Context: an optimization exercise on an open-source flow, tuned for small area, a short achievable clock period and few clock cycles per item. The choices shown serve that exercise and are no tape-out recipe. RTL that was checked went through simulation tests only; none was proved equivalent to the original.

==> onyx: inputs <==
==> flow/design.v <==
module cordi_arch
(
	input [15:0] theta,
	input bgn,
	input clk,
	input rst_b,
	output [15:0] cos,
	output fin
);
reg [15:0] x, y, z;
reg [3:0] i;
reg busy, first, last, fin_r;
reg e1, e2;
reg xsub;
reg [3:0] hsx, lsx, hsy, lsy;
wire [3:0] in = busy ? ((i == 4'd0) ? 4'd3 : i + 4'd1) : 4'd0;
wire [3:0] hn = 4'b0001 << in[3:2];
wire [3:0] ln = 4'b0001 << in[1:0];
wire neg = z[15];
wire [15:0] atan = first ? (e1 ? (e2 ? 16'h04ea : 16'h2446) : (e2 ? 16'h4042 : 16'h5f9e)) :
                   (i == 4'd3) ? 16'h07f5 :
                   (i == 4'd4) ? 16'h03ff : (16'h4000 >> i);
function [15:0] ash;
	input [15:0] v;
	input [3:0] h, l;
	reg [15:0] m;
	integer j;
	begin
		for (j = 0; j < 16; j = j + 1)
			m[j] = (h[0] & v[j]) | (h[1] & v[j+4 > 15 ? 15 : j+4]) |
			       (h[2] & v[j+8 > 15 ? 15 : j+8]) | (h[3] & v[j+12 > 15 ? 15 : j+12]);
		for (j = 0; j < 16; j = j + 1)
			ash[j] = (l[0] & m[j]) | (l[1] & m[j+1 > 15 ? 15 : j+1]) |
			         (l[2] & m[j+2 > 15 ? 15 : j+2]) | (l[3] & m[j+3 > 15 ? 15 : j+3]);
	end
endfunction
wire [15:0] ysc = ash(y ^ {16{xsub}}, hsx, lsx);
wire [15:0] xsc = ash(x ^ {16{neg}}, ~hsy, ~lsy);
wire [15:0] x_add = x + ysc + {15'd0, xsub};
wire [15:0] y_add = y + xsc + {15'd0, neg};
wire [15:0] z_add = z + (atan ^ {16{~neg}}) + {15'd0, ~neg};
wire [15:0] z_nxt = busy ? z_add : theta;
wire busy_nxt = busy ? ~last : bgn;
reg [15:0] x3, y3;
always @(*)
	case ({neg, e1 ^ neg, e2 ^ neg})
	3'b000: begin x3 = 16'd1245;  y3 = 16'd16166;   end
	3'b001: begin x3 = 16'd8705;  y3 = 16'd13680;   end
	3'b010: begin x3 = 16'd13680; y3 = 16'd8705;    end
	3'b011: begin x3 = 16'd16166; y3 = 16'd1245;    end
	3'b100: begin x3 = 16'd16168; y3 = -16'sd1244;  end
	3'b101: begin x3 = 16'd13680; y3 = -16'sd8706;  end
	3'b110: begin x3 = 16'd8705;  y3 = -16'sd13680; end
	default: begin x3 = 16'd1243; y3 = -16'sd16166; end
	endcase
function lt15;
	input [14:0] t, c;
	reg eq;
	integer k;
	begin
		lt15 = 1'b0;
		eq = 1'b1;
		for (k = 14; k >= 0; k = k - 1) begin
			lt15 = lt15 | (eq & c[k] & ~t[k]);
			eq = eq & ~(c[k] ^ t[k]);
		end
	end
endfunction
wire [14:0] t = theta[14:0];
wire n1_nxt = theta[15] ? lt15(t, 15'h4dbc) : lt15(t, 15'h3244);
wire n2_a = theta[15] ? lt15(t, 15'h3010) : lt15(t, 15'h1498);
wire n2_b = theta[15] ? lt15(t, 15'h6b68) : lt15(t, 15'h4ff0);
wire n2_nxt = n1_nxt ? n2_a : n2_b;
always @(posedge clk) begin
	x <= first ? x3 : x_add;
	y <= first ? y3 : ((busy & ~last) ? y_add : 16'h0000);
	z <= z_nxt;
	xsub <= ~z_nxt[15] & busy_nxt;
	e1 <= n1_nxt ^ theta[15];
	e2 <= n2_nxt ^ theta[15];
	i <= in;
	hsx <= hn; lsx <= ln;
	hsy <= ~hn; lsy <= ~ln;
	first <= bgn & ~busy;
	last <= busy & (i == 4'd14);
end
always @(posedge clk or negedge rst_b) begin
	if (!rst_b) begin
		busy <= 1'b0;
		fin_r <= 1'b0;
	end else begin
		busy <= busy_nxt;
		fin_r <= busy & last;
	end
end
assign cos = x;
assign fin = fin_r;
endmodule
==> flow/flow/run.sh <==
#!/bin/bash
# Standard ORFS layout; repair_timing aims for a larger setup margin.
set -euo pipefail
bash standard.sh SETUP_SLACK_MARGIN=6.9 finish > standard_flow.log 2>&1
==> flow/standard.sh <==
#!/bin/bash
# synth_recipe.tcl (not shown) runs the flow's synth.tcl, then flattens the netlist and writes it again
# the make line also repeats each setting of config.mk as NAME=value (left out here)
make -C /OpenROAD-flow-scripts/flow DESIGN_CONFIG=/design/flow/config.mk WORK_HOME=/design/flow/orfs CLKGATE_MAP_FILE= SYNTH_SCRIPT=/design/flow/synth_recipe.tcl "${@:-finish}"
==> flow/config.mk <==
export PLATFORM = sky130hd
export DESIGN_NAME = cordi_arch
export DESIGN_NICKNAME = cordi_arch
export VERILOG_FILES = /design/flow/design.v
export SDC_FILE = /design/flow/constraint.sdc
export NUM_CORES = 4
export LEC_CHECK = 0
export ABC_AREA = 1
export CAP_MARGIN = 20
export CORE_MARGIN = 2
export CORE_UTILIZATION = 40
export GPL_TIMING_DRIVEN = 0
export SLEW_MARGIN = 20
export TNS_END_PERCENT = 0
==> flow/constraint.sdc <==
create_clock -name core_clock -period 10.0 [get_ports {clk}]
set_input_delay 2.0000 -clock core_clock [delete_from_list [all_inputs] [get_ports {clk}]]
set_output_delay 2.0000 -clock core_clock [all_outputs]
set_load 0.01 [all_outputs]
==> willow (differences from onyx) <==
--- a/flow/design.v
+++ b/flow/design.v
@@ -10,14 +10,23 @@
 reg [15:0] x, y, z;
-reg [3:0] i;
 reg busy, first, last, fin_r;
-reg e1, e2;
-reg xsub;
-reg [3:0] hsx, lsx, hsy, lsy;
-wire [3:0] in = busy ? ((i == 4'd0) ? 4'd3 : i + 4'd1) : 4'd0;
-wire [3:0] hn = 4'b0001 << in[3:2];
-wire [3:0] ln = 4'b0001 << in[1:0];
+reg e1, e2, n0;
+reg xsub, xsub_n, yneg, yneg_n;
+reg [3:0] hsx, lsx;
+wire [3:0] ln = (~busy | first) ? 4'b0001 : {lsx[2:0], lsx[3]};
+wire [3:0] hn = (~busy | first) ? 4'b0001 : lsx[3] ? {hsx[2:0], hsx[3]} : hsx;
 wire neg = z[15];
+function [15:0] atan_tab;
+	input [3:0] h, l;
+	integer k;
+	reg [15:0] a;
+	begin
+		atan_tab = 16'h0000;
+		for (k = 3; k < 16; k = k + 1) begin
+			a = (k == 3) ? 16'h07f5 : (k == 4) ? 16'h03ff : (16'h4000 >> k);
+			if (h[(k - 3) / 4] & l[(k - 3) % 4]) atan_tab = atan_tab | a;
+		end
+	end
+endfunction
 wire [15:0] atan = first ? (e1 ? (e2 ? 16'h04ea : 16'h2446) : (e2 ? 16'h4042 : 16'h5f9e)) :
-                   (i == 4'd3) ? 16'h07f5 :
-                   (i == 4'd4) ? 16'h03ff : (16'h4000 >> i);
+                   atan_tab(hsx, lsx);
 function [15:0] ash;
@@ -29,4 +38,4 @@
 		for (j = 0; j < 16; j = j + 1)
-			m[j] = (h[0] & v[j]) | (h[1] & v[j+4 > 15 ? 15 : j+4]) |
-			       (h[2] & v[j+8 > 15 ? 15 : j+8]) | (h[3] & v[j+12 > 15 ? 15 : j+12]);
+			m[j] = (h[0] & v[j+3 > 15 ? 15 : j+3]) | (h[1] & v[j+7 > 15 ? 15 : j+7]) |
+			       (h[2] & v[j+11 > 15 ? 15 : j+11]) | (h[3] & v[15]);
 		for (j = 0; j < 16; j = j + 1)
@@ -36,7 +45,12 @@
 endfunction
-wire [15:0] ysc = ash(y ^ {16{xsub}}, hsx, lsx);
-wire [15:0] xsc = ash(x ^ {16{neg}}, ~hsy, ~lsy);
-wire [15:0] x_add = x + ysc + {15'd0, xsub};
-wire [15:0] y_add = y + xsc + {15'd0, neg};
-wire [15:0] z_add = z + (atan ^ {16{~neg}}) + {15'd0, ~neg};
+wire [15:0] ysc = ash(y ^ {{8{~xsub_n}}, {8{xsub}}}, hsx, lsx);
+wire [15:0] xsc = ash(x ^ {{8{~yneg_n}}, {8{yneg}}}, hsx, lsx);
+wire ysgn = y[15] ^ ~xsub_n;
+wire xsgn = x[15] ^ ~yneg_n;
+wire [16:0] x_sum = {x, 1'b1} + {{4{ysgn}}, ysc[11:0], xsub};
+wire [16:0] y_sum = {y, 1'b1} + {{4{xsgn}}, xsc[11:0], yneg};
+wire [16:0] z_sum = {z, 1'b1} + {atan ^ {16{~neg}}, ~neg};
+wire [15:0] x_add = x_sum[16:1];
+wire [15:0] y_add = y_sum[16:1];
+wire [15:0] z_add = z_sum[16:1];
 wire [15:0] z_nxt = busy ? z_add : theta;
@@ -45,3 +59,3 @@
 always @(*)
-	case ({neg, e1 ^ neg, e2 ^ neg})
+	case ({n0, e1 ^ n0, e2 ^ n0})
 	3'b000: begin x3 = 16'd1245;  y3 = 16'd16166;   end
@@ -78,9 +92,11 @@
 	xsub <= ~z_nxt[15] & busy_nxt;
+	xsub_n <= z_nxt[15] | ~busy_nxt;
+	yneg <= z_nxt[15] & busy_nxt;
+	yneg_n <= ~z_nxt[15] | ~busy_nxt;
 	e1 <= n1_nxt ^ theta[15];
 	e2 <= n2_nxt ^ theta[15];
-	i <= in;
+	n0 <= theta[15];
 	hsx <= hn; lsx <= ln;
-	hsy <= ~hn; lsy <= ~ln;
 	first <= bgn & ~busy;
-	last <= busy & (i == 4'd14);
+	last <= busy & hsx[2] & lsx[3];
 end
==> flow/flow/run.sh (replaced) <==
#!/bin/bash
# Standard ORFS layout, with buf_2 port buffers and repair_timing aiming for a
# larger setup margin (on the worst path only: TNS_END_PERCENT 0 in config.mk).
set -euo pipefail
bash standard.sh "BUFFER_PORTS_ARGS=-buffer_cell sky130_fd_sc_hd__buf_2" SETUP_SLACK_MARGIN=6.9 finish > standard_flow.log 2>&1
Settings changed: CORE_UTILIZATION 40 to 50, CTS_BUF_LIST from default to sky130_fd_sc_hd__clkbuf_8, CTS_CLUSTER_SIZE from default to 30.
==> tundra (differences from onyx) <==
--- a/flow/design.v
+++ b/flow/design.v
@@ -10,3 +10,2 @@
 reg [15:0] x, y, z;
-reg [3:0] i;
 reg busy, first, last, fin_r;
@@ -15,9 +14,19 @@
 reg [3:0] hsx, lsx, hsy, lsy;
-wire [3:0] in = busy ? ((i == 4'd0) ? 4'd3 : i + 4'd1) : 4'd0;
-wire [3:0] hn = 4'b0001 << in[3:2];
-wire [3:0] ln = 4'b0001 << in[1:0];
+wire [3:0] ln = ~busy ? 4'b0001 : first ? 4'b1000 : {lsx[2:0], lsx[3]};
+wire [3:0] hn = ~busy ? 4'b0001 : lsx[3] ? {hsx[2:0], hsx[3]} : hsx;
 wire neg = z[15];
+function [15:0] atan_tab;
+	input [3:0] h, l;
+	integer k;
+	reg [15:0] a;
+	begin
+		atan_tab = 16'h0000;
+		for (k = 3; k < 16; k = k + 1) begin
+			a = (k == 3) ? 16'h07f5 : (k == 4) ? 16'h03ff : (16'h4000 >> k);
+			if (h[k / 4] & l[k % 4]) atan_tab = atan_tab | a;
+		end
+	end
+endfunction
 wire [15:0] atan = first ? (e1 ? (e2 ? 16'h04ea : 16'h2446) : (e2 ? 16'h4042 : 16'h5f9e)) :
-                   (i == 4'd3) ? 16'h07f5 :
-                   (i == 4'd4) ? 16'h03ff : (16'h4000 >> i);
+                   atan_tab(hsx, lsx);
 function [15:0] ash;
@@ -38,5 +47,8 @@
 wire [15:0] xsc = ash(x ^ {16{neg}}, ~hsy, ~lsy);
-wire [15:0] x_add = x + ysc + {15'd0, xsub};
-wire [15:0] y_add = y + xsc + {15'd0, neg};
-wire [15:0] z_add = z + (atan ^ {16{~neg}}) + {15'd0, ~neg};
+wire [16:0] x_sum = {x, 1'b1} + {ysc, xsub};
+wire [16:0] y_sum = {y, 1'b1} + {xsc, neg};
+wire [16:0] z_sum = {z, 1'b1} + {atan ^ {16{~neg}}, ~neg};
+wire [15:0] x_add = x_sum[16:1];
+wire [15:0] y_add = y_sum[16:1];
+wire [15:0] z_add = z_sum[16:1];
 wire [15:0] z_nxt = busy ? z_add : theta;
@@ -80,3 +92,2 @@
 	e2 <= n2_nxt ^ theta[15];
-	i <= in;
 	hsx <= hn; lsx <= ln;
@@ -84,3 +95,3 @@
 	first <= bgn & ~busy;
-	last <= busy & (i == 4'd14);
+	last <= busy & hsx[3] & lsx[2];
 end
==> flow/flow/run.sh (replaced) <==
#!/bin/bash
# Standard ORFS layout, with buf_2 port buffers and repair_timing aiming for a
# larger setup margin (on the worst path only: TNS_END_PERCENT 0 in config.mk).
set -euo pipefail
bash standard.sh "BUFFER_PORTS_ARGS=-buffer_cell sky130_fd_sc_hd__buf_2" SETUP_SLACK_MARGIN=6.9 finish > standard_flow.log 2>&1
Settings changed: CTS_BUF_LIST from default to sky130_fd_sc_hd__clkbuf_8, CTS_CLUSTER_SIZE from default to 30.
==> reports/metrics.yaml <==
global_routing:
  grt_max_degree: 14
  grtUsageTotal: 0.247
outcome:
  status: "finished clean"
final_layout:
  multi_input_area_share: 0.609
  n_all_inverters: 117
  seqAreaFraction: 0.190
sta:
  period_minus_slack_ns: 3.32
  fin_crit_sh: 0.332
  clock.fmax_mhz: 301
floorplanning:
  coreArea_um2: 17100
setup_path:
  setup.worst_path.start: "x[7]"
  critical_path_cell_count: 1
  crit_slowest_cell: "clkdlybuf4s50_1"
synth:
  syn_avg_cell_area_um2: 6.37
route:
  first_iter_violations: 546
-- figures above: onyx

==> reports/metrics.yaml <==
outcome:
  status: "finished clean"
setup_path:
  critical_path_cell_count: 17
  crit_slowest_cell: "ha_1"
  setup.worst_path.start: "xsub"
global_routing:
  grtUsageTotal: 0.247
  grt_max_degree: 12
synth:
  syn_avg_cell_area_um2: 6.24
sta:
  period_minus_slack_ns: 3.12
  fin_crit_sh: 0.312
  finalSetupViolCount: 0
route:
  first_iter_violations: 568
final_layout:
  n_all_inverters: 111
  multi_input_area_share: 0.651
  nMultiInputCombCells: 881
floorplanning:
  coreArea_um2: 16600
-- figures above: tundra

==> reports/metrics.yaml <==
outcome:
  status: "finished clean"
sta:
  clock.fmax_mhz: 334
  fin_crit_sh: 0.300
global_routing:
  grt_max_degree: 16
  grtUsageTotal: 0.314
route:
  first_iter_violations: 677
final_layout:
  seqAreaFraction: 0.189
  n_all_inverters: 100
floorplanning:
  coreArea_um2: 12500
synth:
  syn_avg_cell_area_um2: 6.28
setup_path:
  crit_slowest_cell: "dfxtp_1"
  critical_path_cell_count: 1
-- figures above: willow

Testbench counts of willow, summed over its fixed seeds: cycles 32,768, items 2,048.
No functional check of the RTL was part of onyx and tundra.

port drivers added, routing unchanged:
How much do the figures lean on ideal ports? The routed layouts below were timed once more, with nothing changed but the port constraints. Step 1 sets driving cells, clkbuf_16 on the clock port and buf_2 on the other inputs (assumed; they add their load-dependent delay and slew). Step 2, shift: input delay + t, output delay - t, t = (earliest + latest rising clock arrival at the registers) / 2. This alone moves slack from input paths to output paths. Three values: no drivers, after step 1, after step 2; two values: the first two.
run	shift t [ns]	setup WS [ns]	latest minus earliest clock arrival (ns)	slew at the worst register clock pin (ns)	pins driven straight from the clock port
onyx	0.391	6.678 / 6.633 / 6.446	0.006 / 0.006	0.06 / 0.06	1
willow	0.421	7.004 / 6.967 / 6.817	0.017 / 0.017	0.10 / 0.10	1
tundra	0.405	6.883 / 6.883 / 6.874	0.017 / 0.017	0.09 / 0.09	1
After both steps every run listed still meets setup and hold. For onyx, which loses most, drivers alone change the setup slack by -0.045 ns; drivers and shift together by -0.232 ns.
